Background: an optimization exercise with open tools, aiming at small area and a short achievable clock period. Do not read the settings as production practice.
RTL that was checked went through simulation tests only; none was proved equivalent to the original.
For runs 1 and 2, only the layout was checked, not whether the RTL still works.
In every run shown here, the design's own scripts or RTL, not TritonCTS, make the clock network.
No driver is modelled on the clock port, so clock power and skew are understated where the tree is cut down; a real chip needs a root buffer or a tree.
Power figures rest on the tool's default switching activity, not on a simulated workload.

`design/flow/config.mk`:
```
export PLATFORM = sky130hd
export DESIGN_NAME = Router_Top_Level_1x3
export DESIGN_NICKNAME = Router_Top_Level_1x3
export VERILOG_FILES = /design/flow/design.v
export SDC_FILE = /design/flow/constraint.sdc
export NUM_CORES = 4
export LEC_CHECK = 0
export CAP_MARGIN = 20
export CORE_MARGIN = 2
export CORE_UTILIZATION = 55
export PLACE_DENSITY = 0.65
export SETUP_SLACK_MARGIN = 3.25
export SLEW_MARGIN = 20
export SYNTH_HIERARCHICAL = 1
export SYNTH_MINIMUM_KEEP_SIZE = 0
```
`design/flow/constraint.sdc`:
```
create_clock -name core_clock -period 5.0 [get_ports {clock}]
set_input_delay 1.0000 -clock core_clock [delete_from_list [all_inputs] [get_ports {clock}]]
set_output_delay 1.0000 -clock core_clock [all_outputs]
set_load 0.01 [all_outputs]
```
`design/flow/design.v`:
```
`timescale 1ns / 1ps
module FIFO_Project(clk, resetn, soft_reset, read_enb, write_enb, data_in,
                    data_out, valid, full, full_next);
input clk, resetn, soft_reset, read_enb, write_enb;
input [7:0] data_in;
output reg [7:0] data_out;
output reg valid;    
output reg full;
output full_next;
reg [7:0] fifo [0:15];
reg [3:0] last;      
wire clr = !resetn || soft_reset;
wire wr  = write_enb && !full;
wire rd  = read_enb && valid;
integer k;
always @(posedge clk)
    if (wr) begin
        fifo[0] <= data_in;
        for (k = 1; k < 16; k = k + 1)
            fifo[k] <= fifo[k - 1];
    end
wire [7:0] rdata;
FIFO_Read_Mux read_mux(.d({fifo[15], fifo[14], fifo[13], fifo[12], fifo[11], fifo[10], fifo[9], fifo[8],
                          fifo[7], fifo[6], fifo[5], fifo[4], fifo[3], fifo[2], fifo[1], fifo[0]}),
                       .sel(last), .q(rdata));
always @(posedge clk)
    if (clr)
        data_out <= 8'd0;
    else if (rd)
        data_out <= rdata;
wire [3:0] last_rd   = wr ? last : (last == 4'd0 ? 4'd0 : last - 4'd1);
wire [3:0] last_nord = (wr && valid) ? last + 4'd1 : last;
wire [3:0] last_next;
FIFO_Pick4 pick_last(.clr(clr), .sel(read_enb && valid), .a(last_rd), .b(last_nord), .q(last_next));
always @(posedge clk)
    last <= last_next;
assign full_next = !clr && !(read_enb && valid) && (wr ? (valid && last == 4'd14) : full);
always @(posedge clk) begin
    valid <= !clr && (wr || (valid && !(read_enb && last == 4'd0)));
    full  <= full_next;
end
endmodule
module FIFO_Read_Mux(input [127:0] d, input [3:0] sel, output [7:0] q);
wire [15:0] s;
FIFO_Dec16 dec(.a(sel), .y(s));
genvar b;
generate
    for (b = 0; b < 8; b = b + 1) begin : bit_
        wire [5:0] n;
        FIFO_AOI222 g0(.a1(s[0]),  .a2(d[8*0+b]),  .b1(s[1]),  .b2(d[8*1+b]),  .c1(s[2]),  .c2(d[8*2+b]),  .y(n[0]));
        FIFO_AOI222 g1(.a1(s[3]),  .a2(d[8*3+b]),  .b1(s[4]),  .b2(d[8*4+b]),  .c1(s[5]),  .c2(d[8*5+b]),  .y(n[1]));
        FIFO_AOI222 g2(.a1(s[6]),  .a2(d[8*6+b]),  .b1(s[7]),  .b2(d[8*7+b]),  .c1(s[8]),  .c2(d[8*8+b]),  .y(n[2]));
        FIFO_AOI222 g3(.a1(s[9]),  .a2(d[8*9+b]),  .b1(s[10]), .b2(d[8*10+b]), .c1(s[11]), .c2(d[8*11+b]), .y(n[3]));
        FIFO_AOI222 g4(.a1(s[12]), .a2(d[8*12+b]), .b1(s[13]), .b2(d[8*13+b]), .c1(s[14]), .c2(d[8*14+b]), .y(n[4]));
        assign n[5] = !(s[15] && d[8*15+b]);
        assign q[b] = !(&n);
    end
endgenerate
endmodule
module FIFO_Dec16(input [3:0] a, output [15:0] y);
wire [3:0] lo_n, hi_n;
FIFO_Dec4n dec_lo(.a(a[1:0]), .y_n(lo_n));
FIFO_Dec4n dec_hi(.a(a[3:2]), .y_n(hi_n));
genvar k;
generate
    for (k = 0; k < 16; k = k + 1) begin : out_
        assign y[k] = !(lo_n[k % 4] || hi_n[k / 4]);
    end
endgenerate
endmodule
module FIFO_Dec4n(input [1:0] a, output [3:0] y_n);
assign y_n = ~(4'd1 << a);
endmodule
module FIFO_AOI222(input a1, a2, b1, b2, c1, c2, output y);
assign y = !((a1 && a2) || (b1 && b2) || (c1 && c2));
endmodule
module FIFO_Pick4(input clr, input sel, input [3:0] a, input [3:0] b, output [3:0] q);
assign q = clr ? 4'd0 : sel ? a : b;
endmodule
`timescale 1ns / 1ps
module Synchronizer_Project(clk, resetn, valid, read_enb, soft_reset);
input clk, resetn, valid, read_enb;
output reg soft_reset;
reg [4:0] cnt;
always @(posedge clk)
    if (!resetn || !valid || read_enb) begin
        cnt <= 5'd0;
        soft_reset <= 1'b0;
    end else if (cnt == 5'b11000) begin
        cnt <= 5'd0;
        soft_reset <= 1'b1;
    end else begin
        cnt <= {cnt[3:0], ~(cnt[4] ^ cnt[2])};
        soft_reset <= 1'b0;
    end
endmodule
`timescale 1ns / 1ps
module FSM_Project(clk, resetn, soft_reset, pkt_valid, addr_in, empty_in,
                   fifo_full, parity_done, low_pkt_valid, addr,
                   detect_add, lfd_state, ld_state, lp_state, cpe_state,
                   full_state, laf_state, busy, write_enb);
input clk, resetn, soft_reset, pkt_valid;
input [1:0] addr_in;
input [2:0] empty_in;
input fifo_full, parity_done, low_pkt_valid;
output reg [1:0] addr;
output detect_add, lfd_state, ld_state, lp_state, cpe_state, full_state, laf_state;
output reg busy;
output reg [2:0] write_enb;    
reg s_da, s_lfd, s_ld, s_lp, s_cpe, s_ffs, s_laf, s_wte;
wire [3:0] empty4 = {1'b0, empty_in};
wire hdr_ok     = pkt_valid && (addr_in != 2'd3);
wire hdr_empty  = empty4[addr_in];
wire addr_empty = empty4[addr];
wire clr = !resetn || soft_reset;
wire n_da  = clr || (s_da && !hdr_ok) || (s_cpe && !fifo_full) || (s_laf && parity_done);
wire n_lfd = !clr && ((s_da && hdr_ok && hdr_empty) || (s_wte && addr_empty));
wire n_wte = !clr && ((s_da && hdr_ok && !hdr_empty) || (s_wte && !addr_empty));
wire n_ld  = !clr && (s_lfd || (s_ld && !fifo_full && pkt_valid) ||
                      (s_laf && !parity_done && !low_pkt_valid));
wire n_lp  = !clr && ((s_ld && !fifo_full && !pkt_valid) ||
                      (s_laf && !parity_done && low_pkt_valid));
wire n_cpe = !clr && s_lp;
wire n_ffs = !clr && ((s_ld || s_cpe || s_ffs) && fifo_full);
wire n_laf = !clr && s_ffs && !fifo_full;
wire n_busy = !clr && ((s_da && hdr_ok) || (s_ld && (fifo_full || !pkt_valid)) ||
                       s_lp || s_ffs || s_wte || (s_cpe && fifo_full) ||
                       (s_laf && !parity_done && low_pkt_valid));
wire [1:0] n_addr = s_da ? addr_in : addr;
wire n_we = n_ld || n_lp || n_laf;
always @(posedge clk) begin
    s_da  <= n_da;
    s_lfd <= n_lfd;
    s_wte <= n_wte;
    s_ld  <= n_ld;
    s_lp  <= n_lp;
    s_cpe <= n_cpe;
    s_ffs <= n_ffs;
    s_laf <= n_laf;
    busy  <= n_busy;
    write_enb <= {3{n_we}} & {addr == 2'd2, addr == 2'd1, addr == 2'd0};
end
always @(posedge clk)
    addr <= n_addr;
assign detect_add = s_da;
assign lfd_state  = s_lfd;
assign ld_state   = s_ld;
assign lp_state   = s_lp;
assign cpe_state  = s_cpe;
assign full_state = s_ffs;
assign laf_state  = s_laf;
endmodule
`timescale 1ns / 1ps
module Register_Project(input clk, resetn, pkt_valid,
                        input [7:0] data_in,
                        input fifo_full, detect_add, ld_state, laf_state, lfd_state, cpe_state,
                        output reg err, parity_done, low_pkt_valid,
                        output reg [7:0] data_out);
reg [7:0] fifo_full_state_byte, internal_parity, packet_parity_byte;
always @(posedge clk)
    if (!resetn)
        parity_done <= 1'b0;
    else if (ld_state && !fifo_full && !pkt_valid)
        parity_done <= 1'b1;
    else if (laf_state && low_pkt_valid && !parity_done)
        parity_done <= 1'b1;
    else if (detect_add)
        parity_done <= 1'b0;
always @(posedge clk)
    if (!resetn)
        low_pkt_valid <= 1'b0;
    else if (ld_state && !pkt_valid)
        low_pkt_valid <= 1'b1;
    else if (cpe_state)
        low_pkt_valid <= 1'b0;
always @(posedge clk)
    if (ld_state && fifo_full)
        fifo_full_state_byte <= data_in;
always @(posedge clk)
    if (detect_add || (ld_state && !fifo_full))
        data_out <= data_in;
    else if (laf_state)
        data_out <= fifo_full_state_byte;
always @(posedge clk)
    if (lfd_state)
        internal_parity <= data_out;
    else if (ld_state && pkt_valid)
        internal_parity <= internal_parity ^ data_in;
    else if (detect_add)
        internal_parity <= 8'd0;
always @(posedge clk)
    if (ld_state && !pkt_valid)
        packet_parity_byte <= data_in;
always @(posedge clk)
    if (!resetn)
        err <= 1'b0;
    else if (parity_done)
        err <= internal_parity != packet_parity_byte;
endmodule
`timescale 1ns / 1ps
module Router_Top_Level_1x3(clock,resetn,read_enb_0,read_enb_1,read_enb_2,data_in,pkt_valid,data_out_0,data_out_1,data_out_2,valid_out_0,valid_out_1,valid_out_2,error,busy);
input clock,resetn,read_enb_0,read_enb_1,read_enb_2,pkt_valid;
input [7:0] data_in;
output valid_out_0,valid_out_1,valid_out_2,error,busy;
output [7:0] data_out_0,data_out_1,data_out_2;
wire [2:0] soft_reset, valid, full, read_enb;
wire [7:0] reg_out;
wire [1:0] addr;
wire detect_add, lfd_state, ld_state, lp_state, cpe_state, full_state, laf_state;
wire parity_done, low_pkt_valid;
assign read_enb = {read_enb_2, read_enb_1, read_enb_0};
assign valid_out_0 = valid[0];
assign valid_out_1 = valid[1];
assign valid_out_2 = valid[2];
wire [2:0] full_next;
wire [3:0] full_next4 = {1'b0, full_next};
reg fifo_full;
always @(posedge clock)
    fifo_full <= full_next4[addr];
wire [2:0] write_enb;
FIFO_Project fifo_0(.clk(clock), .resetn(resetn), .soft_reset(soft_reset[0]),
                    .read_enb(read_enb_0), .write_enb(write_enb[0]), .data_in(reg_out),
                    .data_out(data_out_0), .valid(valid[0]), .full(full[0]),
                    .full_next(full_next[0]));
FIFO_Project fifo_1(.clk(clock), .resetn(resetn), .soft_reset(soft_reset[1]),
                    .read_enb(read_enb_1), .write_enb(write_enb[1]), .data_in(reg_out),
                    .data_out(data_out_1), .valid(valid[1]), .full(full[1]),
                    .full_next(full_next[1]));
FIFO_Project fifo_2(.clk(clock), .resetn(resetn), .soft_reset(soft_reset[2]),
                    .read_enb(read_enb_2), .write_enb(write_enb[2]), .data_in(reg_out),
                    .data_out(data_out_2), .valid(valid[2]), .full(full[2]),
                    .full_next(full_next[2]));
Synchronizer_Project sync_0(.clk(clock), .resetn(resetn), .valid(valid[0]),
                            .read_enb(read_enb_0), .soft_reset(soft_reset[0]));
Synchronizer_Project sync_1(.clk(clock), .resetn(resetn), .valid(valid[1]),
                            .read_enb(read_enb_1), .soft_reset(soft_reset[1]));
Synchronizer_Project sync_2(.clk(clock), .resetn(resetn), .valid(valid[2]),
                            .read_enb(read_enb_2), .soft_reset(soft_reset[2]));
FSM_Project fsm0(.clk(clock), .resetn(resetn), .soft_reset(|soft_reset),
                 .pkt_valid(pkt_valid), .addr_in(data_in[1:0]), .empty_in(~valid),
                 .fifo_full(fifo_full), .parity_done(parity_done), .low_pkt_valid(low_pkt_valid),
                 .addr(addr), .detect_add(detect_add), .lfd_state(lfd_state), .ld_state(ld_state),
                 .lp_state(lp_state), .cpe_state(cpe_state), .full_state(full_state),
                 .laf_state(laf_state), .busy(busy), .write_enb(write_enb));
Register_Project register(.clk(clock), .resetn(resetn), .pkt_valid(pkt_valid), .data_in(data_in),
                          .fifo_full(fifo_full), .detect_add(detect_add), .ld_state(ld_state),
                          .laf_state(laf_state), .lfd_state(lfd_state), .cpe_state(cpe_state),
                          .err(error), .parity_done(parity_done), .low_pkt_valid(low_pkt_valid),
                          .data_out(reg_out));
endmodule
```
`design/flow/flow/run.sh`:
```
#!/bin/bash
# Standard ORFS layout, except that the clock tree is a hand-built two-level
# inverter tree (flow/cts_hook.tcl) instead of TritonCTS's buffer H-tree, and
# the port buffers start as buf_4 instead of the smallest buffer.
set -euo pipefail
work=$(pwd)
bash standard.sh PRE_CTS_TCL="$work/flow/cts_hook.tcl" \
  BUFFER_PORTS_ARGS="-buffer_cell sky130_fd_sc_hd__buf_4" finish > "$work/standard.log" 2>&1
```
`design/flow/flow/cts_hook.tcl`:
```
proc cell_out { master } {
  foreach mt [$master getMTerms] {
    if {[$mt getIoType] eq "OUTPUT"} { return [$mt getName] }
  }
}
proc build_clock_tree { rows cols leaf_master root_master } {
  set db [ord::get_db]
  set block [ord::get_db_block]
  set clk [$block findNet clock]
  set sinks {}
  foreach it [$clk getITerms] {
    set bb [[$it getInst] getBBox]
    lappend sinks [list $it [expr {([$bb xMin] + [$bb xMax]) / 2}] [expr {([$bb yMin] + [$bb yMax]) / 2}]]
  }
  set n [llength $sinks]
  set lm [$db findMaster $leaf_master]
  set rm [$db findMaster $root_master]
  set lo [cell_out $lm]
  set ro [cell_out $rm]
  set nroot [expr {($rows > 1 ? 2 : 1) * ($cols > 1 ? 2 : 1)}]
  for {set q 0} {$q < $nroot} {incr q} {
    set rootnet($q) [odb::dbNet_create $block clknet_root_$q]
    $rootnet($q) setSigType CLOCK
    set qx($q) 0; set qy($q) 0; set qn($q) 0
  }
  set sinks [lsort -integer -index 2 $sinks]
  set i 0
  for {set r 0} {$r < $rows} {incr r} {
    set row [lsort -integer -index 1 [lrange $sinks [expr {$r * $n / $rows}] [expr {($r + 1) * $n / $rows - 1}]]]
    set m [llength $row]
    for {set c 0} {$c < $cols} {incr c} {
      set g [lrange $row [expr {$c * $m / $cols}] [expr {($c + 1) * $m / $cols - 1}]]
      set gx 0; set gy 0
      foreach s $g { incr gx [lindex $s 1]; incr gy [lindex $s 2] }
      set gx [expr {$gx / [llength $g]}]
      set gy [expr {$gy / [llength $g]}]
      set q [expr {($rows > 1 && $r >= $rows / 2 ? 2 : 0) + ($cols > 1 && $c >= $cols / 2 ? 1 : 0)}]
      if {$nroot == 2 && $rows == 1} { set q [expr {$c >= $cols / 2}] }
      incr qx($q) $gx; incr qy($q) $gy; incr qn($q)
      set buf [odb::dbInst_create $block $lm clkbuf_leaf_$i]
      set net [odb::dbNet_create $block clknet_leaf_$i]
      $net setSigType CLOCK
      $buf setLocation [expr {$gx - [$lm getWidth] / 2}] [expr {$gy - [$lm getHeight] / 2}]
      $buf setPlacementStatus PLACED
      [$buf findITerm A] connect $rootnet($q)
      [$buf findITerm $lo] connect $net
      foreach s $g {
        set it [lindex $s 0]
        $it disconnect
        $it connect $net
      }
      incr i
    }
  }
  for {set q 0} {$q < $nroot} {incr q} {
    set root [odb::dbInst_create $block $rm clkbuf_root_$q]
    set cx [expr {$qx($q) / $qn($q)}]; set cy [expr {$qy($q) / $qn($q)}]
    $root setLocation [expr {$cx - [$rm getWidth] / 2}] [expr {$cy - [$rm getHeight] / 2}]
    $root setPlacementStatus PLACED
    [$root findITerm A] connect $clk
    [$root findITerm $ro] connect $rootnet($q)
  }
  puts "clock tree: $n sinks, $i leaves, $nroot roots"
}

# Sourced by ORFS cts.tcl as PRE_CTS_TCL: the clock tree is built by
# build_clock_tree above in place of TritonCTS; the rest of cts.tcl (legalizing,
# timing repair) runs unchanged. The tree has no inverter that
# repair_clock_inverters should clone, so that step is skipped.
rename repair_clock_inverters orfs_repair_clock_inverters
proc repair_clock_inverters { args } {}
rename clock_tree_synthesis orfs_clock_tree_synthesis
proc clock_tree_synthesis { args } {
  build_clock_tree 4 4 sky130_fd_sc_hd__clkinv_8 sky130_fd_sc_hd__clkinv_16
  set_propagated_clock [all_clocks]
}
```
`design/flow/standard.sh`:
```
#!/bin/bash
# synth_recipe.tcl (not shown) runs the flow's synth.tcl, then flattens the netlist and writes it again
# the make line also repeats each setting of config.mk as NAME=value (left out here)
make -C /OpenROAD-flow-scripts/flow DESIGN_CONFIG=/design/flow/config.mk WORK_HOME=/design/flow/orfs CLKGATE_MAP_FILE= SYNTH_SCRIPT=/design/flow/synth_recipe.tcl "${@:-finish}"
```
==> summary.md, run 1 <==
| Metric | Value |
|---|---|
| Final nets | `between 1000 and 1500` |
| Setup TNS | `0 ps` |
| Largest net degree at the start of global routing | `around 140` |
| Final worst setup slack | `around 3100 ps` |
| Ports | `43` |
| Inst Count DP | `approximately 1600` |
| Layout cells sized above 1 | `roughly 22%` |
| Router iterations before antenna repair | `7` |
| CP required | `~5100 ps` |
| Ys async rst share | `0%` |
| Main flop type after synthesis | `edfxtp_1` |
| Final setup vio count | `0` |
| Initial Utilization | `56.1%` |
| Site Rows | `66` |
| PwrDens | `297 mW/mm²` |
| RSZ-0062 raised after global routing | `true` |
| Die Ht | `approximately 190 µm` |
| Max VDD drop | `a little over 0.2 mV` |
| Clk Latency, worst-skew pair | `around 200 ps` |
| IO Port Bufs | `between 40 and 50` |
| Commonest non-fill, non-tap cells in the layout | `418 x edfxtp_1, 120 x a222oi_1, 88 x nand2_1` |
| DR DRC count | `0` |
| Total number of vias | `10400` |
| Antenna violations before repair | `0` |
| First-pass GRT wire length | `about 58000 µm` |
| Hold Fails Final Rpt | `0` |
| Commonest non-fill, non-tap cell in the layout | `edfxtp_1` |
| Core Box Area | `about 0.033 mm²` |
| Detailed placer's ending HPWL | `23400 µm` |
| RePlAce Congestion | `slightly above 0.8` |
| Unique masters post-synth | `55` |
| Total GRT Usage | `21.0%` |
| Initial DRC count | `about 1600` |
| Reg clk slew, reported paths | `between 100 and 150 ps` |
| Finished Layout Cells | `1654` |
| Max cap viols | `0` |
| Die width | `~190 µm` |
| CP Max Fanout | `8` |
| Setup crit start kind | `flip-flop` |
| Worst Hold Class | `flip-flop to flip-flop` |
| Grt ovf | `0` |
| Final period util | `between 30 and 40%` |
| WL/cell | `roughly 23 µm` |
| Number of routed nets with antenna violations | `0` |
| Worst-Margin Slew | `691 ps` |
| Outcome | `no timing/DRC/antenna violations` |
| Slew margin rel. | `between 50 and 60%` |
| Worst setup path class | `flip-flop to flip-flop` |
| Fmax | `about 530 MHz` |
| Mapped Cells | `about 1100` |
| CP arrival | `a little under 2000 ps` |
| Clock skew | `between 20 and 25 ps` |
| Die area | `between 0.03 and 0.04 mm²` |
| Seq cells post-synth | `just under 500` |
| Seq/Total Area, Yosys | `roughly three quarters` |
| Syn nets | `1132` |
| Place WS | `around 2600 ps` |
| Max-slew violation count | `0` |
| Antenna diode count | `0` |
| Post-layout min period | `between 1500 and 2000 ps` |
| Post-synth EDFFs | `roughly 420` |
| Leak | `around 6.5 nW` |
| Cts hold-fix bufs | `0` |
| Avg Inst Size Synth | `between 15 and 20 µm²` |
| Fill cell count | `2354` |
| DRT Wirelength | `38500 µm` |
| Critical path endpoint category | `flip-flop` |
| Util after Layout | `between 60% and 70%` |
| Area grow syn2layout | `12.7%` |
| Vias/cell | `between 6 and 7` |
| Cell Area, Synth | `roughly 0.018 mm²` |
| Vias in the first global route | `9899` |
| Yosys warns | `12` |
## critical path, cell delays in order, from the launching register on
cell and delay, ps:
dfxtp_4 390, or2_4 190, nor2_4 80, a222oi_1 640
and3_1 240, nand4_1 90, nand2_1 80, a21oi_1 50
## flip-flops by register name, indices dropped and copies added (netlist names), 5 cells and up
register and cells:
fifo_0.data_out 8, fifo_0.fifo 128, fifo_1.data_out 8, fifo_1.fifo 128, fifo_2.data_out 8, fifo_2.fifo 128
register.data_out 8, register.fifo_full_state_byte 8, register.internal_parity 8, register.packet_parity_byte 8, sync_0.cnt 5, sync_1.cnt 5
sync_2.cnt 5
## power breakdown
part / switching [mW] / leakage [nW] / internal, mW
clock network: 1.23 / 0.156 / 0.215
logic: 0.0799 / 1.89 / 0.0486
registers: 0.0561 / 4.43 / 4.49
## metrics by stage
step / hold WS (ps) / power, mW / cell area, µm²
global placement: 428 / 4.76 / 19100
global route: 459 / 6.32 / 20600
finish: 445 / 6.12 / 20600
detailed placement: 432 / 4.77 / 19100
CTS: 450 / 6.17 / 20100
floorplan: 425 / 4.70 / 18300
## cells in the mapped netlist, types with 6 or more instances
master      n  share of area (%)
and3_1     31                1.1
nand2_2     6               0.21
or2_1       6               0.21
a21oi_1    29               0.79
edfxtp_1  418                 69
and3b_1     6               0.29
nand4_1    24               0.82
or3_1       7               0.24
nand2b_1   19               0.65
a222oi_1  120                6.6
nor3_1      7               0.19
o21ai_0    16               0.44
mux2_1      6               0.37
xnor2_1    21                1.0
xor2_1      7               0.34
mux2_2      8               0.49
ha_1       12               0.82
inv_1      15               0.31
nand2_1    92                1.9
nand3_1     9               0.25
mux2i_1    15               0.82
and2_1     11               0.38
dfxtp_1    76                8.3
nor2_1     70                1.4
## per-layer routing
metal	vias up	routed length, µm	part of all wire, %	track usage [%]
met3	64	2670	6.9	2.88
met5	-	0	0	0
met1	5236	16700	43	31.0
li1	4700	-	-	-
met4	0	930	2.4	4.00
met2	365	18200	47	34.0
## per-module statistics from Yosys (local to each module, per instance), a selection
module,cells inside,copies in the design,cell area (µm²)
FIFO_Project,203,3,4500
Register_Project,95,1,1450
FSM_Project,55,1,584
Synchronizer_Project,15,3,195
FIFO_Read_Mux,25,3,135
Router_Top_Level_1x3,8,1,60.1
FIFO_Pick4,9,3,60.1
FIFO_Dec4n,4,6,22.5
FIFO_AOI222,1,120,10.0
## worst paths after layout
check        cells past startpoint                   startpoint  slack (ps)                         endpoint
min                              0  fifo_0.fifo[4][2]$_DFFE_PP_         450      fifo_0.fifo[5][2]$_DFFE_PP_
min reg2reg                      0  fifo_0.fifo[4][2]$_DFFE_PP_         450      fifo_0.fifo[5][2]$_DFFE_PP_
max reg2reg                      7       fifo_1.last[3]$_DFF_P_        3110  fifo_1.data_out[6]$_SDFFE_PN0N_
max                              7       fifo_1.last[3]$_DFF_P_        3110  fifo_1.data_out[6]$_SDFFE_PN0N_
## kinds of logic (layout without fill, tap and decap cells)
family	after synthesis	count (layout)	share of synthesized area (%)
AND/OR/NAND/NOR	319	319	9.34
buffers and inverters	31	137	0.725
adder cells (fa/ha/maj)	12	12	0.821
AO/OA/AOI/OAI	193	193	9.13
multiplexers	29	29	1.68
flip-flops	494	494	77.0
XOR/XNOR	28	28	1.34
## final cells by class
cell class | count | area, µm² | share of cell area, %
inverter | 41 | 536 | 2.60
multi-input combinational | 581 | 4580 | 22.2
sequential | 494 | 14100 | 68.6
tap | 442 | 553 | 2.68
timing repair buffer | 91 | 754 | 3.66
timing repair inverter | 5 | 53.8 | 0.261
## timing repair
item,in CTS,in global routing
gates cloned,1,4
buffers inserted,24,25
setup endpoints to repair,63,42
pin swaps,21,65
gates resized for setup,136,58
==> inputs of run 2 (changes only) <==
--- a/design/flow/config.mk
+++ b/design/flow/config.mk
@@ -10,5 +10,5 @@
 export CORE_UTILIZATION = 55
 export PLACE_DENSITY = 0.65
-export SETUP_SLACK_MARGIN = 3.25
+export SETUP_SLACK_MARGIN = 3.2
 export SLEW_MARGIN = 20
 export SYNTH_HIERARCHICAL = 1
==> summary.md, run 2 <==
| Metric | Value |
|---|---|
| Vias in the first global route | `9721` |
| Worst r2r src | `fifo_2.last[2]$_DFF_P_` |
| First-pass GRT wire length | `between 50000 and 60000 µm` |
| Vias/cell | `about 6.2` |
| Fmax | `around 540 MHz` |
| Cts hold-fix bufs | `0` |
| Yosys warns | `12` |
| Router iterations before antenna repair | `8` |
| Place WS | `approximately 2700 ps` |
| Outcome | `no timing/DRC/antenna violations` |
| Final setup vio count | `0` |
| Max-slew violation count | `0` |
| P_sw | `between 1 and 1.5 mW` |
| Die area | `0.0347 mm²` |
| Setup slack, reg-to-reg | `~3200 ps` |
| Worst stage delay on the critical path | `roughly 520 ps` |
| Clock skew | `approximately 18 ps` |
| Unique masters post-synth | `55` |
| Seq/Total Area, Yosys | `77.0%` |
| Worst R2R Path Depth | `7` |
| Hold Path End | `fifo_1.fifo[10][1]$_DFFE_PP_` |
| Biggest regs | `fifo_0.fifo x128, fifo_1.fifo x128, fifo_2.fifo x128` |
| CP max-delay cell | `a222oi_1` |
| Top-count cell post-synth | `edfxtp_1` |
| Seq cells post-synth | `494` |
| Area grow syn2layout | `11.0%` |
| Critical path endpoint category | `flip-flop` |
| Post-synth EDFFs | `approximately 420` |
| Total number of vias | `10200` |
| Share of power burned in registers | `between 70 and 80%` |
| WL/cell | `22.3 µm` |
| Leak | `between 6 and 7 nW` |
| Clk pwr share | `a little under a quarter` |
| Initial DRC count | `1374` |
| Initial Utilization | `a little under three fifths` |
| Finished Layout Cells | `approximately 1600` |
| Final period util | `approximately 37%` |
| Cell Area, Synth | `0.0183 mm²` |
| Avg Inst Size Synth | `16.5 µm²` |
| Combinational share of power | `roughly 2.1%` |
| Sw Share | `22.2%` |
| Number of routed nets with antenna violations | `0` |
| Ys async rst share | `0%` |
| Detailed placer's ending HPWL | `around 23000 µm` |
| Fill cell count | `2395` |
| Share of the synthesized area in the top cell type | `68.6%` |
| Layout cells sized above 1 | `approximately 20%` |
| Main flop type after synthesis | `edfxtp_1` |
| CP cell instances | `or2_4, nor2_4, a222oi_1, and3_1, nand4_1, nand2_1, a21oi_1` |
| Worst Hold Class | `flip-flop to flip-flop` |
| CP required | `5090 ps` |
| WHS Path Cells | `0` |
| Internal | `roughly 4.8 mW` |
| Grt ovf | `0` |
| DR DRC count | `0` |
| RSZ-0062 raised after global routing | `true` |
| RePlAce Congestion | `0.797` |
| PwrDens | `301 mW/mm²` |
| Antenna diode count | `0` |
| Clk Latency, worst-skew pair | `around 200 ps` |
| Mapped Cells | `around 1100` |
| Worst-Margin Slew | `between 600 and 700 ps` |
| Setup crit start kind | `flip-flop` |
| Die width | `186 µm` |
| Commonest non-fill, non-tap cells in the layout | `418 x edfxtp_1, 120 x a222oi_1, 90 x nand2_1` |
| Post-layout min period | `approximately 1800 ps` |
| Post-synth top cells | `418 x edfxtp_1, 120 x a222oi_1, 92 x nand2_1` |
| Reg area | `0.0141 mm²` |
| Hold Fails Final Rpt | `0` |
| Max cap viols | `0` |
| Main area contributors after synthesis | `edfxtp_1 69%, dfxtp_1 8.3%, a222oi_1 6.6%` |
| Worst reg2reg path endpoint | `fifo_2.data_out[0]$_SDFFE_PN0N_` |
| Inst Count DP | `1580` |
| DRT Wirelength | `between 30000 and 40000 µm` |
| Core Box Area | `0.0326 mm²` |
| CP arrival | `1930 ps` |
| Worst setup path class | `flip-flop to flip-flop` |
| HP Start | `fifo_1.fifo[9][1]$_DFFE_PP_` |
| Multi-input gate area | `0.00447 mm²` |
| Total GRT Usage | `19.9%` |
| Slew margin rel. | `about 54%` |
| Reg clk slew, reported paths | `between 100 and 150 ps` |
| Setup TNS | `0 ps` |
| IO Port Bufs | `42` |
| Final nets | `1220` |
| Die Ht | `between 150 and 200 µm` |
| Antenna violations before repair | `1` |
| CP Max Fanout | `8` |
| Area leader, netlist | `edfxtp_1` |
| Ports | `43` |
| Max VDD drop | `a little over 0.2 mV` |
| Site Rows | `between 60 and 70` |
| Syn nets | `1132` |
| Final worst setup slack | `approximately 3200 ps` |
| Largest net degree at the start of global routing | `about 140` |
| Commonest non-fill, non-tap cell in the layout | `edfxtp_1` |
==> run 2: cells by family after synthesis <==
logic type,Yosys count,share of synthesized area [%]
compound gates,193,9.13
xor+xnor,28,1.34
mux,29,1.68
simple gates,319,9.34
buf+inv,31,0.725
fa+ha+maj,12,0.821
flops,494,77.0
==> run 2: worst max-delay path by stage <==
stage | cells after the start | slack [ps] | endpoint | start
after floorplan | 5 | 3210 | fifo_full$_DFF_P_ | resetn
after global placement | 5 | 2750 | fifo_full$_DFF_P_ | resetn
after detailed placement | 5 | 2690 | fifo_full$_DFF_P_ | resetn
after CTS | 6 | 3180 | fifo_full$_DFF_P_ | read_enb_1
after global routing | 7 | 3110 | fifo_1.data_out[3]$_SDFFE_PN0N_ | fifo_1.last[0]$_DFF_P_
final | 7 | 3160 | fifo_2.data_out[0]$_SDFFE_PN0N_ | fifo_2.last[2]$_DFF_P_
==> run 2: per-module statistics from Yosys (local to each module, per instance) <==
module	cells	cell area [µm²]
FIFO_Dec4n	4	22.5
FIFO_Project	203	4500
FIFO_Read_Mux	25	135
FSM_Project	55	584
FIFO_AOI222	1	10.0
FIFO_Dec16	16	60.1
Synchronizer_Project	15	195
FIFO_Pick4	9	60.1
Register_Project	95	1450
Router_Top_Level_1x3	8	60.1
==> run 2: per-stage QoR <==
| stage | total power [mW] | hold slack (ps) | area, µm² | utilization, % |
|---|---|---|---|---|
| after detailed placement | 4.77 | 432 | 19100 | 58.6 |
| after CTS | 6.16 | 458 | 19900 | 60.9 |
| after global routing | 6.32 | 467 | 20300 | 62.2 |
| final | 6.11 | 457 | 20300 | 62.2 |
| after floorplan | 4.70 | 425 | 18300 | - |
| after global placement | 4.76 | 427 | 19100 | 58.6 |
==> run 2: critical path: cells and delay by family (launching register included) <==
family,cells,cell delay [ps]
DFF,1,410
AOI/OAI and AO/OA,2,580
and+or+nand+nor,5,740
==> run 2: cell type report <==
type                       count  area share, %
inverter                      41           2.69
multi-input combinational    581           22.0
sequential                   494           69.6
tap                          442           2.73
timing repair buffer          71           2.66
timing repair inverter         5          0.277
==> run 2: timing repair <==
item	CTS	global route
buffers inserted	10	19
cloned	0	5
endpoints found under the hold margin	0	0
gates resized for setup	102	53
pin swaps	14	51
endpoints found under the setup margin	44	43
==> run 2: power by group through the flow <==
stage          clock, mW  combinational (mW)  sequential [mW]
2_1_floorplan          0              0.0780             4.62
3_3_place_gp           0               0.116             4.65
3_5_place_dp           0               0.117             4.65
4_1_cts             1.49               0.120             4.55
5_1_grt             1.63               0.137             4.55
6_report            1.43               0.126             4.55
==> run 2: routing by layer <==
layer / track usage, % / share of wire [%] / vias to the layer above
li1: - / - / 4657
met1: 30.0 / 45 / 5150
met2: 32.1 / 48 / 310
met3: 1.75 / 5.4 / 51
met4: 4.12 / 2.0 / 2
met5: 0 / 0.044 / -
==> inputs of run 3 (changes only) <==
--- a/design/flow/design.v
+++ b/design/flow/design.v
@@ -47,14 +47,17 @@
 generate
     for (b = 0; b < 8; b = b + 1) begin : bit_
-        wire [5:0] n;
-        FIFO_AOI222 g0(.a1(s[0]),  .a2(d[8*0+b]),  .b1(s[1]),  .b2(d[8*1+b]),  .c1(s[2]),  .c2(d[8*2+b]),  .y(n[0]));
-        FIFO_AOI222 g1(.a1(s[3]),  .a2(d[8*3+b]),  .b1(s[4]),  .b2(d[8*4+b]),  .c1(s[5]),  .c2(d[8*5+b]),  .y(n[1]));
-        FIFO_AOI222 g2(.a1(s[6]),  .a2(d[8*6+b]),  .b1(s[7]),  .b2(d[8*7+b]),  .c1(s[8]),  .c2(d[8*8+b]),  .y(n[2]));
-        FIFO_AOI222 g3(.a1(s[9]),  .a2(d[8*9+b]),  .b1(s[10]), .b2(d[8*10+b]), .c1(s[11]), .c2(d[8*11+b]), .y(n[3]));
-        FIFO_AOI222 g4(.a1(s[12]), .a2(d[8*12+b]), .b1(s[13]), .b2(d[8*13+b]), .c1(s[14]), .c2(d[8*14+b]), .y(n[4]));
-        assign n[5] = !(s[15] && d[8*15+b]);
-        assign q[b] = !(&n);
+        wire lo, hi;
+        FIFO_AO8 g_lo(.s(s[7:0]),
+                      .d({d[8*7+b], d[8*6+b], d[8*5+b], d[8*4+b], d[8*3+b], d[8*2+b], d[8*1+b], d[8*0+b]}),
+                      .y(lo));
+        FIFO_AO8 g_hi(.s(s[15:8]),
+                      .d({d[8*15+b], d[8*14+b], d[8*13+b], d[8*12+b], d[8*11+b], d[8*10+b], d[8*9+b], d[8*8+b]}),
+                      .y(hi));
+        assign q[b] = lo || hi;
     end
 endgenerate
+endmodule
+module FIFO_AO8(input [7:0] s, input [7:0] d, output y);
+assign y = |(s & d);
 endmodule
 module FIFO_Dec16(input [3:0] a, output [15:0] y);
@@ -71,7 +74,4 @@
 module FIFO_Dec4n(input [1:0] a, output [3:0] y_n);
 assign y_n = ~(4'd1 << a);
-endmodule
-module FIFO_AOI222(input a1, a2, b1, b2, c1, c2, output y);
-assign y = !((a1 && a2) || (b1 && b2) || (c1 && c2));
 endmodule
 module FIFO_Pick4(input clr, input sel, input [3:0] a, input [3:0] b, output [3:0] q);
--- a/design/flow/config.mk
+++ b/design/flow/config.mk
@@ -10,5 +10,5 @@
 export CORE_UTILIZATION = 55
 export PLACE_DENSITY = 0.65
-export SETUP_SLACK_MARGIN = 3.2
+export SETUP_SLACK_MARGIN = 3.25
 export SLEW_MARGIN = 20
 export SYNTH_HIERARCHICAL = 1
==> summary.md, run 3 <==
| Metric | Value |
|---|---|
| Post-synth top cells | `418 x edfxtp_1, 192 x a22oi_1, 76 x dfxtp_1` |
| Setup TNS | `0 ps` |
| Main area contributors after synthesis | `edfxtp_1 68%, dfxtp_1 8.2%, a22oi_1 7.8%` |
| Worst R2R Path Depth | `8` |
| Total GRT Usage | `20.7%` |
| WHS Path Cells | `0` |
| Slew margin rel. | `between 60% and 70%` |
| Syn nets | `between 1000 and 1500` |
| Die width | `188 µm` |
| Total number of vias | `10400` |
| Outcome | `no timing/DRC/antenna violations` |
| Number of routed nets with antenna violations | `0` |
| CP arrival | `around 730 ps` |
| CP cell instances | `buf_6` |
| Cell Area, Synth | `0.0186 mm²` |
| Die Ht | `between 150 and 200 µm` |
| Setup crit start kind | `flip-flop` |
| Reg clk slew, reported paths | `between 100 and 150 ps` |
| Worst reg2reg path endpoint | `fifo_0.data_out[4]$_SDFFE_PN0N_` |
| Fmax | `around 580 MHz` |
| Clk Latency, worst-skew pair | `around 200 ps` |
| Post-layout min period | `roughly 1700 ps` |
| Unique masters post-synth | `between 50 and 60` |
| CP top delay family | `flip-flops` |
| Final nets | `between 1000 and 1500` |
| Leak | `about 6.5 nW` |
| Share of the synthesized area in the top cell type | `67.6%` |
| Area grow syn2layout | `12.4%` |
| Ys async rst share | `0%` |
| Reg area | `roughly 0.014 mm²` |
| Main flop type after synthesis | `edfxtp_1` |
| Core Box Area | `roughly 0.033 mm²` |
| Worst-Margin Slew | `about 590 ps` |
| Commonest non-fill, non-tap cell in the layout | `edfxtp_1` |
| Inst Count DP | `between 1500 and 2000` |
| Max cap viols | `0` |
| CP required | `approximately 4000 ps` |
| Initial DRC count | `851` |
| HP Start | `fifo_2.fifo[1][2]$_DFFE_PP_` |
| Vias in the first global route | `9908` |
| Area leader, netlist | `edfxtp_1` |
| Largest net degree at the start of global routing | `around 140` |
| Vias/cell | `slightly above 6` |
| Hold Fails Final Rpt | `0` |
| First-pass GRT wire length | `57400 µm` |
| Final period util | `approximately 35%` |
| Router iterations before antenna repair | `5` |
| Detailed placer's ending HPWL | `around 23000 µm` |
| Worst stage delay on the critical path | `slightly above 400 ps` |
| Top-count cell post-synth | `edfxtp_1` |
| Multi-input gate area | `a little under 0.005 mm²` |
| DRT Wirelength | `~38000 µm` |
| RePlAce Congestion | `approximately 0.77` |
| Yosys warns | `12` |
| Clock skew | `approximately 15 ps` |
| Post-synth EDFFs | `around 420` |
| Final worst setup slack | `around 3300 ps` |
| Worst Hold Class | `flip-flop to flip-flop` |
| Layout cells sized above 1 | `between 20% and 30%` |
| Worst setup path class | `flip-flop to primary output` |
| Util after Layout | `62.6%` |
| Biggest regs | `fifo_0.fifo x128, fifo_1.fifo x128, fifo_2.fifo x128` |
| Initial Utilization | `55.7%` |
| CP Max Fanout | `6` |
| RSZ-0062 raised after global routing | `true` |
| Antenna violations before repair | `1` |
| Commonest non-fill, non-tap cells in the layout | `418 x edfxtp_1, 186 x a22oi_1, 73 x buf_4` |
| Seq cells post-synth | `between 400 and 500` |
| Worst Path Buf+Inv | `1` |
| PwrDens | `a little under 300 mW/mm²` |
| Max-slew violation count | `0` |
| Ports | `43` |
| Mapped Cells | `approximately 1200` |
| Fill cell count | `about 2500` |
| Max VDD drop | `roughly 0.19 mV` |
| Hold Path End | `fifo_2.fifo[2][2]$_DFFE_PP_` |
| Worst r2r src | `fifo_0.last[3]$_DFF_P_` |
| Die area | `~0.035 mm²` |
| IO Port Bufs | `42` |
| Seq/Total Area, Yosys | `about three quarters` |
| WL/cell | `around 22 µm` |
| DR DRC count | `0` |
| Place WS | `roughly 2600 ps` |
| Setup slack, reg-to-reg | `roughly 3300 ps` |
| CP max-delay cell | `dfxtp_4` |
| Grt ovf | `0` |
| Finished Layout Cells | `roughly 1700` |
| Critical path endpoint category | `primary output` |
| Avg Inst Size Synth | `15.8 µm²` |
| Antenna diode count | `0` |
| Site Rows | `67` |
| Final setup vio count | `0` |
run 3: cell count changes in the layout (fill, tap and decap cells not counted), sizes merged, moves of 4 or more:
cell    before  now
a22oi        0  192
a222oi     120    0
and3        34   10
nand2       98   74
nand4       24   48
or2          6   30
buf         69   77
clkbuf       0    4
run 3: kinds of logic (layout without fill, tap and decap cells):
kind of cell / Yosys count / after routing / synth area share, %
DFF: 494 / 494 / 75.8
buffers and inverters: 28 / 125 / 0.633
and+or+nand+nor: 319 / 319 / 9.52
AOI/OAI and AO/OA: 265 / 265 / 10.3
xor gates and xnor gates: 28 / 28 / 1.32
adders and majority gates: 12 / 12 / 0.808
muxes: 29 / 29 / 1.66
run 3: layout make-up:
class,count,share of cell area [%]
Multi-Input combinational cell,653,23.8
Sequential cell,494,67.8
Tap cell,448,2.69
Inverter,41,2.57
Timing Repair inverter,3,0.150
Timing Repair Buffer,81,3.06
run 3: worst max path at each step:
stage,endpoint,from,slack [ps],cells past startpoint
after floorplan,fifo_0.last[0]$_DFF_P_,read_enb_0,3250,5
after global placement,fifo_full$_DFF_P_,resetn,2660,5
after detailed placement,fifo_full$_DFF_P_,resetn,2570,5
after CTS,fifo_full$_DFF_P_,read_enb_1,3180,6
after global routing,fifo_full$_DFF_P_,read_enb_1,3200,6
final,valid_out_1,fifo_1.valid$_DFF_P_,3270,1
run 3: timing repair:
item / in CTS / in global routing
gates resized for setup: 176 / 37
gates cloned: 1 / 2
hold buffers: 0 / 0
pin swaps: 6 / 14
endpoints found under the setup margin: 58 / 56
setup buffers: 5 / 34
run 3: where the power goes:
part	total [mW]	internal [mW]	switching (mW)
sequential	4.55	4.49	0.0585
clock	1.46	0.216	1.24
combinational	0.123	0.0469	0.0764
run 3: per-stage QoR:
stage | total power, mW | cell area, µm² | hold WS (ps)
final | 6.13 | 20900 | 452
after floorplan | 4.70 | 18600 | 427
after global routing | 6.31 | 20900 | 466
after global placement | 4.76 | 19400 | 428
after detailed placement | 4.77 | 19400 | 433
after CTS | 6.17 | 20400 | 459
run 3: modules after synthesis (local to each module, per instance):
| module | times used | flops+latches | cells inside | area (µm²) |
|---|---|---|---|---|
| Synchronizer_Project | 3 | 6 | 15 | 195 |
| FIFO_Dec4n | 6 | 0 | 4 | 22.5 |
| FIFO_AO8 | 48 | 0 | 5 | 36.3 |
| FIFO_Dec16 | 3 | 0 | 16 | 60.1 |
| FIFO_Read_Mux | 3 | 0 | 8 | 50.0 |
| Register_Project | 1 | 35 | 95 | 1450 |
| FIFO_Pick4 | 3 | 0 | 9 | 60.1 |
| Router_Top_Level_1x3 | 1 | 1 | 8 | 60.1 |
| FIFO_Project | 3 | 142 | 203 | 4500 |
| FSM_Project | 1 | 14 | 55 | 584 |
run 3: metal layers:
metal	global-route usage, %	share of wire, %
met4	4.15	2.4
met1	31.9	45
met3	1.93	5.8
met2	32.6	47
met5	0	0.021
==> inputs of run 4 (changes only) <==
--- a/design/flow/config.mk
+++ b/design/flow/config.mk
@@ -10,5 +10,5 @@
 export CORE_UTILIZATION = 55
 export PLACE_DENSITY = 0.65
-export SETUP_SLACK_MARGIN = 3.25
+export SETUP_SLACK_MARGIN = 3.35
 export SLEW_MARGIN = 20
 export SYNTH_HIERARCHICAL = 1
==> summary.md, run 4 <==
| Metric | Value |
|---|---|
| Outcome | `no timing/DRC/antenna violations` |
| Area leader, netlist | `edfxtp_1` |
| RePlAce Congestion | `about 0.8` |
| Setup TNS | `0 ps` |
| Initial DRC count | `about 960` |
| Clock skew | `between 15 and 20 ps` |
| Syn nets | `~1200` |
| HP Start | `fifo_0.fifo[2][1]$_DFFE_PP_` |
| RSZ-0062 raised after global routing | `true` |
| Worst Hold Class | `flip-flop to flip-flop` |
| Vias/cell | `roughly 6` |
| CP max-delay cell | `dfxtp_4` |
| Total number of vias | `roughly 11000` |
| Hold Fails Final Rpt | `0` |
| Reg clk slew, reported paths | `approximately 120 ps` |
| Fmax | `591 MHz` |
| DR DRC count | `0` |
| Worst R2R Path Depth | `8` |
| Top-count cell post-synth | `edfxtp_1` |
| Hold Path End | `fifo_0.fifo[3][1]$_DFFE_PP_` |
| Worst setup path class | `flip-flop to primary output` |
| Fill cell count | `2398` |
| Largest net degree at the start of global routing | `just under 70` |
| Post-synth EDFFs | `~420` |
| Commonest non-fill, non-tap cell in the layout | `edfxtp_1` |
| Main flop type after synthesis | `edfxtp_1` |
| Util after Layout | `between 60% and 70%` |
| IO Port Bufs | `42` |
| Final setup vio count | `0` |
| Layout cells sized above 1 | `29.5%` |
| Router iterations before antenna repair | `5` |
| Total GRT Usage | `21.5%` |
| Die area | `roughly 0.035 mm²` |
| Avg Inst Size Synth | `about 16 µm²` |
| Main area contributors after synthesis | `edfxtp_1 68%, dfxtp_1 8.2%, a22oi_1 7.8%` |
| Finished Layout Cells | `between 1500 and 2000` |
| Max-slew violation count | `0` |
| Ys async rst share | `0%` |
| PwrDens | `roughly 280 mW/mm²` |
| Seq/Total Area, Yosys | `roughly 76%` |
| Antenna diode count | `0` |
| Grt ovf | `0` |
| Antenna violations before repair | `1` |
| DRT Wirelength | `~40000 µm` |
| Biggest regs | `fifo_0.fifo x128, fifo_1.fifo x128, fifo_2.fifo x128` |
| Mapped Cells | `between 1000 and 1500` |
| Inst Count DP | `between 1500 and 2000` |
| Cts hold-fix bufs | `0` |
| Setup crit start kind | `flip-flop` |
| First-pass GRT wire length | `~60000 µm` |
| CP cell instances | `buf_6` |
| Site Rows | `67` |
| Unique masters post-synth | `55` |
| Slew margin rel. | `59.5%` |
| Max VDD drop | `about 0.20 mV` |
| Worst r2r src | `fifo_0.last[2]$_DFF_P_` |
| CP Max Fanout | `2` |
| Crit. path cell count | `1` |
| Cell Area, Synth | `approximately 0.019 mm²` |
| Area grow syn2layout | `17.6%` |
| Seq cells post-synth | `approximately 490` |
| Core Box Area | `0.0334 mm²` |
| WL/cell | `22.7 µm` |
| Max cap viols | `0` |
| Clk Latency, worst-skew pair | `roughly 200 ps` |
| Worst Path Buf+Inv | `1` |
| CP top delay family | `flip-flops` |
| Reg area | `~0.014 mm²` |
| Final period util | `33.9%` |
| Post-layout min period | `around 1700 ps` |
| Vias in the first global route | `10200` |
| Worst reg2reg path endpoint | `fifo_0.data_out[2]$_SDFFE_PN0N_` |
| Final nets | `roughly 1300` |
| Worst stage delay on the critical path | `between 300 and 400 ps` |
| Yosys warns | `12` |
| Commonest non-fill, non-tap cells in the layout | `418 x edfxtp_1, 126 x a22oi_1, 66 x a22oi_2` |
| Multi-input gate area | `0.00538 mm²` |
| CP required | `4000 ps` |
| Die Ht | `around 190 µm` |
| WHS Path Cells | `0` |
| Die width | `about 190 µm` |
| Detailed placer's ending HPWL | `23700 µm` |
| CP arrival | `690 ps` |
| Initial Utilization | `a little under three fifths` |
| Ports | `43` |
| Number of routed nets with antenna violations | `0` |
| Leak | `roughly 7 nW` |
| Post-synth top cells | `418 x edfxtp_1, 192 x a22oi_1, 76 x dfxtp_1` |
| Critical path endpoint category | `primary output` |
| Setup slack, reg-to-reg | `3330 ps` |
| Share of the synthesized area in the top cell type | `between 60% and 70%` |
| Worst-Margin Slew | `608 ps` |
## run 4: logic make-up (layout without fill, tap and decap cells)
kind of cell               Yosys count  after routing  share of synthesized area, %
AOI/OAI and AO/OA                  265            265                          10.3
xor gates and xnor gates            28             28                          1.32
adders and majority gates           12             12                         0.808
buffers and inverters               28            156                         0.633
DFF                                494            494                          75.8
muxes                               29             29                          1.66
and+or+nand+nor                    319            319                          9.52
## run 4: worst max-delay path by stage
stage                                                from                              end  slack (ps)
after floorplan                                read_enb_0           fifo_0.last[0]$_DFF_P_        3350
after detailed placement                           resetn                fifo_full$_DFF_P_        2690
final                     fifo_2.data_out[2]$_SDFFE_PN0N_                    data_out_2[2]        3310
after CTS                                      read_enb_1                fifo_full$_DFF_P_        3270
after global placement                             resetn                fifo_full$_DFF_P_        2710
after global routing               fifo_1.last[0]$_DFF_P_  fifo_1.data_out[1]$_SDFFE_PN0N_        3250
## run 4: metrics by stage
| step | power (mW) | cell area [µm²] | worst slack (ps) | hold slack (ps) |
|---|---|---|---|---|
| after floorplan | 4.70 | 18700 | 3350 | 427 |
| after global placement | 4.76 | 19500 | 2710 | 428 |
| after detailed placement | 4.77 | 19500 | 2690 | 433 |
| after CTS | 6.17 | 20900 | 3270 | 448 |
| after global routing | 6.34 | 21800 | 3250 | 468 |
| final | 6.13 | 21800 | 3310 | 456 |
## run 4: per-layer routing
| layer | wire [µm] | share of wire, % | GRT usage [%] | vias up |
|---|---|---|---|---|
| li1 | - | - | - | 4877 |
| met1 | 17900 | 45 | 32.4 | 5332 |
| met2 | 18700 | 47 | 34.4 | 287 |
| met3 | 2150 | 5.4 | 2.26 | 56 |
| met4 | 929 | 2.3 | 4.33 | 2 |
| met5 | 13 | 0.033 | 0 | - |
## run 4: layout make-up
| class | count | area share (%) |
|---|---|---|
| repair inverters | 5 | 0.223 |
| well taps | 448 | 2.57 |
| multi-input cells | 653 | 24.6 |
| flip-flops and latches | 494 | 65.0 |
| inverters | 41 | 2.43 |
| repair buffers | 110 | 5.21 |
## run 4: where the power goes
part           leakage, nW  internal, mW  total [mW]  switching (mW)
clock network        0.156         0.215        1.45            1.23
logic                 2.22        0.0564       0.138          0.0818
registers             4.44          4.48        4.55          0.0621
## run 4: Yosys stat by module, one instance, submodules excluded
module,times used,cells,flops+latches
FIFO_Read_Mux,3,8,0
FIFO_Pick4,3,9,0
FSM_Project,1,55,14
FIFO_Project,3,203,142
Register_Project,1,95,35
Synchronizer_Project,3,15,6
Router_Top_Level_1x3,1,8,1
FIFO_AO8,48,5,0
FIFO_Dec16,3,16,0
FIFO_Dec4n,6,4,0
## run 4: what timing repair did
item,CTS,global route
setup buffers,22,46
gates resized for setup,242,98
endpoints found under the setup margin,81,102
gates cloned,3,2
pin swaps,19,80
==> inputs of run 5 (changes only) <==
--- a/design/flow/config.mk
+++ b/design/flow/config.mk
@@ -10,5 +10,5 @@
 export CORE_UTILIZATION = 55
 export PLACE_DENSITY = 0.65
-export SETUP_SLACK_MARGIN = 3.35
+export SETUP_SLACK_MARGIN = 3.4
 export SLEW_MARGIN = 20
 export SYNTH_HIERARCHICAL = 1
==> summary.md, run 5 <==
| Metric | Value |
|---|---|
| Outcome | `no timing/DRC/antenna violations` |
| Overall Power | `approximately 6 mW` |
| Unique masters post-synth | `between 50 and 60` |
| Antenna diode count | `0` |
| Final period util | `34.0%` |
| Util after Layout | `between 60 and 70%` |
| Max cap viols | `0` |
| Hold Slack | `455 ps` |
| Ports | `43` |
| Die area | `0.0353 mm²` |
| Clock skew | `about 12 ps` |
| Detailed placer's ending HPWL | `23800 µm` |
| Layout cells sized above 1 | `33.5%` |
| Leak | `roughly 7.0 nW` |
| Max-slew violation count | `0` |
| Largest net degree at the start of global routing | `69` |
| Ys async rst share | `0%` |
| Mapped Cells | `about 1200` |
| First-pass GRT wire length | `a little over 60000 µm` |
| Met1 Track Usage GR | `33.1%` |
| Total GRT Usage | `around 22%` |
| Post-synth EDFFs | `418` |
| Final nets | `around 1400` |
| Commonest non-fill, non-tap cell in the layout | `edfxtp_1` |
| Area grow syn2layout | `19.8%` |
| Antenna violations before repair | `0` |
| RePlAce Congestion | `just under 0.8` |
| Initial DRC count | `940` |
| Router iterations before antenna repair | `5` |
| Worst-Margin Slew | `~620 ps` |
| Max VDD drop | `roughly 0.22 mV` |
| Met3 Use GR | `between 2 and 2.5%` |
| CP required | `around 5000 ps` |
| Slew margin rel. | `about three fifths` |
| Die Ht | `approximately 190 µm` |
| Reg clk slew, reported paths | `110 ps` |
| RSZ-0062 raised after global routing | `true` |
| Setup crit start kind | `flip-flop` |
| Vias in the first global route | `10700` |
| DRT Wirelength | `40700 µm` |
| Hold Fails Final Rpt | `0` |
| Total number of vias | `approximately 11000` |
| Post-synth top cells | `418 x edfxtp_1, 192 x a22oi_1, 76 x dfxtp_1` |
| Fill cell count | `2325` |
| Worst Hold Class | `flip-flop to flip-flop` |
| Biggest regs | `fifo_0.fifo x128, fifo_1.fifo x128, fifo_2.fifo x128` |
| Setup TNS | `0 ps` |
| Seq cells post-synth | `about 490` |
| Final setup vio count | `0` |
| Critical path endpoint category | `flip-flop` |
| CP Max Fanout | `8` |
| Area leader, netlist | `edfxtp_1` |
| CP arrival | `1790 ps` |
| Seq/Total Area, Yosys | `between 70% and 80%` |
| Die width | `between 150 and 200 µm` |
| PwrDens | `about 280 mW/mm²` |
| IO Port Bufs | `42` |
| Main area contributors after synthesis | `edfxtp_1 68%, dfxtp_1 8.2%, a22oi_1 7.8%` |
| Top-count cell post-synth | `edfxtp_1` |
| Syn nets | `between 1000 and 1500` |
| Post-layout min period | `between 1500 and 2000 ps` |
| Share of the synthesized area in the top cell type | `about two thirds` |
| Grt ovf | `0` |
| Avg Inst Size Synth | `between 15 and 20 µm²` |
| Setup slack, reg-to-reg | `approximately 3300 ps` |
| Main flop type after synthesis | `edfxtp_1` |
| Site Rows | `67` |
| Most Used Layer, Global Route | `met2` |
| Vias/cell | `slightly above 6` |
| WL/cell | `22.9 µm` |
| Clk Latency, worst-skew pair | `200 ps` |
| Yosys warns | `12` |
| Initial Utilization | `between 50% and 60%` |
| Number of routed nets with antenna violations | `0` |
| Cell Area, Synth | `between 0.015 and 0.02 mm²` |
| Fmax | `approximately 590 MHz` |
| Worst setup path class | `flip-flop to flip-flop` |
| Commonest non-fill, non-tap cells in the layout | `418 x edfxtp_1, 106 x a22oi_1, 86 x a22oi_2` |
| Core Box Area | `between 0.03 and 0.04 mm²` |
| DR DRC count | `0` |
| Met2 Usage GRT | `36.2%` |
## run 5: final timing paths
check                                                 start                               to  cells past startpoint
worst max register to register       fifo_2.last[1]$_DFF_P_  fifo_2.data_out[5]$_SDFFE_PN0N_                      9
worst max-delay path                 fifo_2.last[1]$_DFF_P_  fifo_2.data_out[5]$_SDFFE_PN0N_                      9
worst min register to register  fifo_2.fifo[1][1]$_DFFE_PP_      fifo_2.fifo[2][1]$_DFFE_PP_                      0
worst min-delay path            fifo_2.fifo[1][1]$_DFFE_PP_      fifo_2.fifo[2][1]$_DFFE_PP_                      0
## run 5: power by group
part	switching, mW	internal [mW]	leakage, nW
Clock	1.24	0.216	0.156
Combinational	0.0839	0.0593	2.36
Sequential	0.0633	4.49	4.44
Total	1.39	4.76	6.96
## run 5: cells by family after synthesis
kind of cell               Yosys count  synth area share [%]
DFF                                494                  75.8
and+or+nand+nor                    319                  9.52
AOI/OAI and AO/OA                  265                  10.3
muxes                               29                  1.66
xor gates and xnor gates            28                  1.32
buffers and inverters               28                 0.633
adders and majority gates           12                 0.808
## run 5: layout make-up
| type | count | area (µm²) | share of cell area, % |
|---|---|---|---|
| multi-input cells | 653 | 5570 | 25.0 |
| flip-flops and latches | 494 | 14200 | 63.7 |
| well taps | 448 | 561 | 2.52 |
| repair inverters | 6 | 57.6 | 0.259 |
| inverters | 41 | 543 | 2.44 |
| repair buffers | 132 | 1350 | 6.06 |
## run 5: worst max-delay path, cell delays in order (launching register included)
cell,delay (ps)
dfxtp_4,400
buf_6,130
nand2b_4,130
nor2_4,60
buf_12,140
a22oi_2,150
nand4_1,170
or2_1,280
nand2_1,60
a21oi_1,50
## run 5: what timing repair did
action | in CTS | in global routing
pin swaps | 57 | 94
cloned | 4 | 2
buffers inserted | 55 | 35
setup endpoints to repair | 90 | 86
gates resized for setup | 278 | 103
hold buffers | 0 | 0
## run 5: metal layers
metal / up-vias / wire length [µm]
li1: 4944 / -
met1: 5504 / 18100
met2: 297 / 19700
met3: 52 / 1810
met4: 0 / 1020
met5: - / 0
## run 5: Yosys stat by module (local to each module, per instance)
module / area [µm²] / flip-flops and latches / cells inside
FIFO_Pick4: 60.1 / 0 / 9
FIFO_Dec4n: 22.5 / 0 / 4
FIFO_Read_Mux: 50.0 / 0 / 8
FIFO_Dec16: 60.1 / 0 / 16
Register_Project: 1450 / 35 / 95
FSM_Project: 584 / 14 / 55
FIFO_Project: 4500 / 142 / 203
Router_Top_Level_1x3: 60.1 / 1 / 8
Synchronizer_Project: 195 / 6 / 15
FIFO_AO8: 36.3 / 0 / 5
## run 5: stage by stage
| step | cells | worst slack, ps | instance area, µm² |
|---|---|---|---|
| 2_1_floorplan | 1175 | 3390 | 18700 |
| 3_3_place_gp | 1658 | 2810 | 19500 |
| 3_5_place_dp | 1658 | 2700 | 19500 |
| 4_1_cts | 1737 | 3300 | 21400 |
| 5_1_grt | 1774 | 3250 | 22200 |
| 6_report | 1774 | 3300 | 22200 |
==> inputs of run 6 (changes only) <==
--- a/design/flow/config.mk
+++ b/design/flow/config.mk
@@ -10,5 +10,5 @@
 export CORE_UTILIZATION = 55
 export PLACE_DENSITY = 0.65
-export SETUP_SLACK_MARGIN = 3.4
+export SETUP_SLACK_MARGIN = 3.3
 export SLEW_MARGIN = 20
 export SYNTH_HIERARCHICAL = 1
==> summary.md, run 6 <==
| Metric | Value |
|---|---|
| Vias/cell | `approximately 6.0` |
| Post-synth EDFFs | `about 420` |
| Syn nets | `1201` |
| Avg Inst Size Synth | `between 15 and 20 µm²` |
| Core Box Area | `approximately 0.033 mm²` |
| Worst R2R Path Depth | `8` |
| First-pass GRT wire length | `58800 µm` |
| Setup TNS | `0 ps` |
| Slew margin rel. | `a little under three fifths` |
| Worst r2r src | `fifo_1.last[1]$_DFF_P_` |
| CP cell instances | `buf_6` |
| Unique masters post-synth | `55` |
| WL/cell | `approximately 22 µm` |
| Worst Hold Class | `flip-flop to flip-flop` |
| Worst Setup SP | `fifo_1.data_out[5]$_SDFFE_PN0N_` |
| Commonest non-fill, non-tap cell in the layout | `edfxtp_1` |
| Vias in the first global route | `roughly 10000` |
| Die width | `between 150 and 200 µm` |
| Post-layout min period | `between 1500 and 2000 ps` |
| Max VDD drop | `between 0.2 and 0.25 mV` |
| Ys async rst share | `0%` |
| Leak | `about 6.5 nW` |
| Area leader, netlist | `edfxtp_1` |
| Layout cells sized above 1 | `between 20 and 25%` |
| Total number of vias | `roughly 10000` |
| Final period util | `between 30% and 40%` |
| Share of the synthesized area in the top cell type | `67.6%` |
| Grt ovf | `0` |
| CP Max Fanout | `2` |
| Yosys warns | `12` |
| Worst Path Buf+Inv | `1` |
| Seq/Total Area, Yosys | `about 76%` |
| Biggest regs | `fifo_0.fifo x128, fifo_1.fifo x128, fifo_2.fifo x128` |
| Crit. path cell count | `1` |
| Die area | `around 0.035 mm²` |
| Top-count cell post-synth | `edfxtp_1` |
| Setup crit start kind | `flip-flop` |
| DR DRC count | `0` |
| Fmax | `between 500 and 600 MHz` |
| Critical path endpoint category | `primary output` |
| Antenna violations before repair | `1` |
| Total GRT Usage | `21.1%` |
| Final setup vio count | `0` |
| Max cap viols | `0` |
| Final nets | `approximately 1300` |
| Ports | `43` |
| Hold Fails Final Rpt | `0` |
| Fill cell count | `between 2000 and 3000` |
| Initial DRC count | `1073` |
| Detailed placer's ending HPWL | `about 24000 µm` |
| Mapped Cells | `approximately 1200` |
| Max-slew violation count | `0` |
| Initial Utilization | `55.7%` |
| Site Rows | `between 60 and 70` |
| Final worst setup slack | `roughly 3300 ps` |
| Reg clk slew, reported paths | `110 ps` |
| Setup slack, reg-to-reg | `about 3400 ps` |
| RSZ-0062 raised after global routing | `true` |
| Clock skew | `around 15 ps` |
| Die Ht | `between 150 and 200 µm` |
| DRT Wirelength | `between 30000 and 40000 µm` |
| CP arrival | `about 690 ps` |
| Outcome | `no timing/DRC/antenna violations` |
| WHS Path Cells | `0` |
| CP max-delay cell | `dfxtp_2` |
| Commonest non-fill, non-tap cells in the layout | `418 x edfxtp_1, 176 x a22oi_1, 62 x nand2_1` |
| Place WS | `~2600 ps` |
| IO Port Bufs | `42` |
| Worst-Margin Slew | `around 640 ps` |
| Post-synth top cells | `418 x edfxtp_1, 192 x a22oi_1, 76 x dfxtp_1` |
| Router iterations before antenna repair | `5` |
| RePlAce Congestion | `slightly below 0.8` |
| Worst setup path class | `flip-flop to primary output` |
| CP top delay family | `flip-flops` |
| HP Start | `fifo_0.fifo[10][0]$_DFFE_PP_` |
| Largest net degree at the start of global routing | `slightly below 70` |
| Area grow syn2layout | `13.1%` |
| Number of routed nets with antenna violations | `0` |
| PwrDens | `between 200 and 300 mW/mm²` |
| CP required | `about 4000 ps` |
| Clk Latency, worst-skew pair | `approximately 190 ps` |
| Cell Area, Synth | `roughly 0.019 mm²` |
| Worst stage delay on the critical path | `around 380 ps` |
| Seq cells post-synth | `494` |
| Main area contributors after synthesis | `edfxtp_1 68%, dfxtp_1 8.2%, a22oi_1 7.8%` |
| Main flop type after synthesis | `edfxtp_1` |
-- run 6: logic make-up (layout without fill, tap and decap cells) --
family | count (synthesis) | in the layout | synth area share [%]
flip-flops | 494 | 494 | 75.8
multiplexers | 29 | 29 | 1.66
XOR/XNOR | 28 | 28 | 1.32
AO/OA/AOI/OAI | 265 | 265 | 10.3
AND/OR/NAND/NOR | 319 | 319 | 9.52
buffers and inverters | 28 | 121 | 0.633
other | 0 | 1 | 0
adder cells (fa/ha/maj) | 12 | 12 | 0.808
-- run 6: final cells by class --
type / count / area (µm²) / share of cell area, %
Inverter: 41 / 520 / 2.48
Sequential cell: 494 / 14200 / 67.4
Tap cell: 448 / 561 / 2.67
Timing Repair Buffer: 77 / 672 / 3.20
Timing Repair inverter: 3 / 26.3 / 0.125
Multi-Input combinational cell: 653 / 5060 / 24.1
Antenna cell: 1 / 2.50 / 0.0119
-- run 6: per-stage QoR --
| stage | power, mW | utilization (%) | hold slack [ps] | std cells | cell area, µm² |
|---|---|---|---|---|---|
| global route | 6.32 | 62.9 | 463 | 1716 | 21000 |
| finish | 6.13 | 62.9 | 457 | 1717 | 21000 |
| detailed placement | 4.77 | 58.3 | 434 | 1658 | 19400 |
| floorplan | 4.70 | - | 427 | 1175 | 18600 |
| CTS | 6.17 | 61.4 | 459 | 1685 | 20500 |
| global placement | 4.76 | 58.3 | 427 | 1658 | 19400 |
-- run 6: final timing paths --
kind,endpoint
worst max-delay path,data_out_1[5]
worst min-delay path,fifo_0.fifo[11][0]$_DFFE_PP_
worst max register to register,fifo_1.data_out[1]$_SDFFE_PN0N_
worst min register to register,fifo_0.fifo[11][0]$_DFFE_PP_
-- run 6: Yosys stat by module (local to each module, per instance) --
module,flip-flops and latches,cell area (µm²)
FIFO_Pick4,0,60.1
FSM_Project,14,584
FIFO_AO8,0,36.3
Router_Top_Level_1x3,1,60.1
FIFO_Dec16,0,60.1
Synchronizer_Project,6,195
Register_Project,35,1450
FIFO_Dec4n,0,22.5
FIFO_Project,142,4500
FIFO_Read_Mux,0,50.0
-- run 6: per-layer routing --
layer	vias up	part of all wire [%]	global-route usage, %
met2	302	47	34.0
met1	5126	46	32.0
li1	4834	-	-
met3	40	5.4	2.30
met4	0	1.8	3.51
met5	-	0	0
-- run 6: power breakdown --
group | total, mW | internal (mW) | switching, mW
clock | 1.45 | 0.217 | 1.23
combinational | 0.127 | 0.0488 | 0.0782
sequential | 4.55 | 4.49 | 0.0609
total | 6.13 | 4.75 | 1.37
-- run 6: timing repair --
item,CTS,global route
gates cloned,3,0
setup buffers,4,31
pin swaps,1,25
setup endpoints to repair,81,63
hold buffers,0,0
gates resized for setup,194,63

[re-timing with driven ports]
Ports are ideal in the flow. The routed layouts listed here were re-timed in OpenROAD.
Step 1, drivers: a clkbuf_16 drives clock and a buf_2 each remaining input, both assumed.
Step 2, shift: input delay + t, output delay - t, t = (earliest + latest rising clock arrival at the registers) / 2. This alone moves slack from input paths to output paths.
a / b / c = no drivers / after step 1 / after step 2; a / b = the first two.
run | t, ns | slack for setup (ns) | worst hold slack (ns)
run 1 | 0.425 | 3.111 / 3.046 / 2.994 | 0.445 / 0.446 / 0.446
run 2 | 0.426 | 3.162 / 3.034 / 3.018 | 0.457 / 0.457 / 0.457
run 3 | 0.431 | 3.271 / 3.036 / 3.061 | 0.452 / 0.452 / 0.452
run 4 | 0.427 | 3.307 / 3.071 / 3.097 | 0.456 / 0.458 / 0.458
run 5 | 0.432 | 3.301 / 3.066 / 3.138 | 0.455 / 0.455 / 0.455
run 6 | 0.424 | 3.313 / 3.076 / 3.107 | 0.457 / 0.457 / 0.457
After both steps setup and hold are still met in every run listed.
